This design comes from an exercise in tuning for small area and a short achievable clock period on the open sky130 flow, not from production work. The RTL was checked by simulation tests, not by an equivalence proof against the original design. No activity file was given, so power comes from the tool's default toggle rates.

// wavlet
module wavlet(
	input clk,
	input rst_n,
	input [15:0] data_in,
	output reg signed [20:0] data_out_hd,
	output reg signed [20:0] data_out_ld
);
export LEC_CHECK = 0
export CAP_MARGIN = 20
export CORE_MARGIN = 2
export CORE_UTILIZATION = 55
export CTS_CLUSTER_DIAMETER = 80
export CTS_CLUSTER_SIZE = 30
export SLEW_MARGIN = 20
create_clock -name core_clock -period 12.0 [get_ports {clk}]
standard.sh (not shown) runs the stock make flow with config.mk's settings and CLKGATE_MAP_FILE= SYNTH_SCRIPT=/design/flow/synth_recipe.tcl, a recipe that flattens the netlist after the stock synthesis.
==> flow/flow/run.sh <==
#!/bin/bash
# Own layout flow: the standard synthesis (unchanged), then flipfa2.py, a
# netlist pass that removes inverters (a full adder is
# self-dual, and many gates have a complement cell), then the standard
# layout with plain buffers (buf_4 instead of clkdlybuf4s50_1) on the ports,
# and with ORFS's timing repair aiming at a setup slack of $MARGIN ns (the
# constraints are unchanged: the clock is still the design's period).
# If a layout attempt fails (e.g. a routing fault the extractor rejects), the
# layout steps are run again with a slightly different placement density.
set -uo pipefail
W=$PWD
R=$W/orfs/results/$FLOW_PLATFORM/wavlet/base
bash standard.sh "$R/1_2_yosys.v" > "$W/synth.log" 2>&1 || exit 1
cp "$R/1_2_yosys.v" "$W/yosys_standard.v"
python3 flow/flipfa2.py "$FLOW_HOME/platforms/$FLOW_PLATFORM/lib/sky130_fd_sc_hd__tt_025C_1v80.lib" "$W/yosys_standard.v" "$W/yosys_flipped.v" 1500 > "$W/flipfa.log" 2>&1 || exit 1
cp "$W/yosys_flipped.v" "$R/1_2_yosys.v"
export BUFFER_PORTS_ARGS="-buffer_cell sky130_fd_sc_hd__buf_4"
MARGIN=8.45
n=0
for dens in "" 0.58 0.62 0.55; do
  n=$((n + 1))
  if [[ -n "$dens" ]]; then
    rm -f "$R"/[2-6]_* "$W"/orfs/logs/"$FLOW_PLATFORM"/wavlet/base/[2-6]_*
    bash standard.sh SETUP_SLACK_MARGIN=$MARGIN PLACE_DENSITY=$dens finish > "$W/layout$n.log" 2>&1 && exit 0
  else
    bash standard.sh SETUP_SLACK_MARGIN=$MARGIN finish > "$W/layout$n.log" 2>&1 && exit 0
  fi
done
exit 1
Other scripts of this flow, unchanged in this note and not shown: flow/flow/flipfa2.py
The first run finished clean.
Edit:
Settings changed: CORE_UTILIZATION 55 to 68.
The new run ran to the end with no violations; setup slack gains 0.0065 ns; clock-buffer cell count decreases by 2; core utilization increases by 14 points.

---

Starting RTL as in the previous note.
// wavlet
module wavlet(
	input clk,
	input rst_n,
	input [15:0] data_in,
	output reg signed [20:0] data_out_hd,
	output reg signed [20:0] data_out_ld
);
clock: 12.0 ns
lec_check: 0
cap_margin: 20
core_margin: 2
core_utilization: 55
cts_cluster_diameter: 80
cts_cluster_size: 30
slew_margin: 20
==> flow/flow/run.sh <==
#!/bin/bash
# Own layout flow: the standard synthesis (unchanged), then flipfa2.py, a
# netlist pass that removes inverters (a full adder is
# self-dual, and many gates have a complement cell), then the standard
# layout with plain buffers (buf_1 instead of clkdlybuf4s50_1) on the ports,
# and with ORFS's timing repair aiming at a setup slack of $MARGIN ns (the
# constraints are unchanged: the clock is still the design's period).
# If a layout attempt fails (e.g. a routing fault the extractor rejects), the
# layout steps are run again with a slightly different placement density.
set -uo pipefail
W=$PWD
R=$W/orfs/results/$FLOW_PLATFORM/wavlet/base
bash standard.sh "$R/1_2_yosys.v" > "$W/synth.log" 2>&1 || exit 1
cp "$R/1_2_yosys.v" "$W/yosys_standard.v"
python3 flow/flipfa2.py "$FLOW_HOME/platforms/$FLOW_PLATFORM/lib/sky130_fd_sc_hd__tt_025C_1v80.lib" "$W/yosys_standard.v" "$W/yosys_flipped.v" 1500 > "$W/flipfa.log" 2>&1 || exit 1
cp "$W/yosys_flipped.v" "$R/1_2_yosys.v"
export BUFFER_PORTS_ARGS="-buffer_cell sky130_fd_sc_hd__buf_1"
MARGIN=8.45
n=0
for dens in "" 0.58 0.62 0.55; do
  n=$((n + 1))
  if [[ -n "$dens" ]]; then
    rm -f "$R"/[2-6]_* "$W"/orfs/logs/"$FLOW_PLATFORM"/wavlet/base/[2-6]_*
    bash standard.sh SETUP_SLACK_MARGIN=$MARGIN PLACE_DENSITY=$dens finish > "$W/layout$n.log" 2>&1 && exit 0
  else
    bash standard.sh SETUP_SLACK_MARGIN=$MARGIN finish > "$W/layout$n.log" 2>&1 && exit 0
  fi
done
exit 1
Other scripts of this flow, unchanged in this note and not shown: flow/flow/flipfa2.py
==> next run, changes <==
--- a/flow/flow/run.sh
+++ b/flow/flow/run.sh
@@ -4,3 +4,3 @@
 # self-dual, and many gates have a complement cell), then the standard
-# layout with plain buffers (buf_1 instead of clkdlybuf4s50_1) on the ports,
+# layout with plain buffers (buf_4 instead of clkdlybuf4s50_1) on the ports,
 # and with ORFS's timing repair aiming at a setup slack of $MARGIN ns (the
@@ -16,3 +16,3 @@
 cp "$W/yosys_flipped.v" "$R/1_2_yosys.v"
-export BUFFER_PORTS_ARGS="-buffer_cell sky130_fd_sc_hd__buf_1"
+export BUFFER_PORTS_ARGS="-buffer_cell sky130_fd_sc_hd__buf_4"
 MARGIN=8.45
- CORE_UTILIZATION: 55 -> 40
Result: Synthesized area stays the same; first-iteration DRC count goes down by 4.7%; non-clock buffer count goes down by 1; cell count goes up by 8.6%; core utilization goes down by 15 points; hold slack stays flat; total power goes up by 2.7%; final area goes up by 2.6%; global-route usage goes down by 6.6 points.
==> next run, changes <==
--- a/flow/flow/run.sh
+++ b/flow/flow/run.sh
@@ -4,3 +4,3 @@
 # self-dual, and many gates have a complement cell), then the standard
-# layout with plain buffers (buf_4 instead of clkdlybuf4s50_1) on the ports,
+# layout with plain buffers (buf_1 instead of clkdlybuf4s50_1) on the ports,
 # and with ORFS's timing repair aiming at a setup slack of $MARGIN ns (the
@@ -16,4 +16,4 @@
 cp "$W/yosys_flipped.v" "$R/1_2_yosys.v"
-export BUFFER_PORTS_ARGS="-buffer_cell sky130_fd_sc_hd__buf_4"
-MARGIN=8.45
+export BUFFER_PORTS_ARGS="-buffer_cell sky130_fd_sc_hd__buf_1"
+MARGIN=8.55
 n=0
- CORE_UTILIZATION: 40 -> 55
Result:
- die area falls by 27%
- synthesized area is unchanged
- worst hold slack barely changes
- cell count fell by 7.1%
- global-route usage is higher by 6.6 points
- power is lower by 2.2%
- routed wire length went down by 0.86%
- first-iteration DRC count is lower by 11%
- via count increases by 0.63%

re-timing with driven ports:
How much do the figures lean on ideal ports? The routed layouts below were timed once more, with nothing changed but the port constraints.
Step 1 sets driving cells, clkbuf_16 on the clock port and buf_2 on the other inputs (assumed; they add their load-dependent delay and slew).
Step 2 times the ports against the registers' clock, not the clock port: input delays grow and output delays shrink by t, the midpoint of the rising clock arrivals with the driver on.
Three values: ideal ports, drivers, drivers and shift; two values: the first two.
| run | t (ns) | setup WS [ns] | worst register clock-pin slew, ns | cell pins on the clock port's net |
|---|---|---|---|---|
| the first run of note 1 | 0.557 | 8.536 / 8.487 / 8.192 | 0.11 / 0.11 | 1 |
| the second run of note 1 | 0.544 | 8.543 / 8.514 / 8.223 | 0.11 / 0.11 | 1 |
| the first run of note 2 | 0.553 | 8.541 / 8.533 / 8.212 | 0.10 / 0.10 | 1 |
| the second run of note 2 | 0.571 | 8.503 / 8.449 / 8.200 | 0.11 / 0.11 | 1 |
| the third run of note 2 | 0.555 | 8.581 / 8.531 / 8.353 | 0.10 / 0.10 | 1 |
After both steps setup and hold are still met in every run listed. The setup slack of the first run of note 1, which loses most, moves by -0.049 ns with the drivers and by -0.344 ns with both steps. The worst setup slack also covers recovery checks on asynchronous resets.
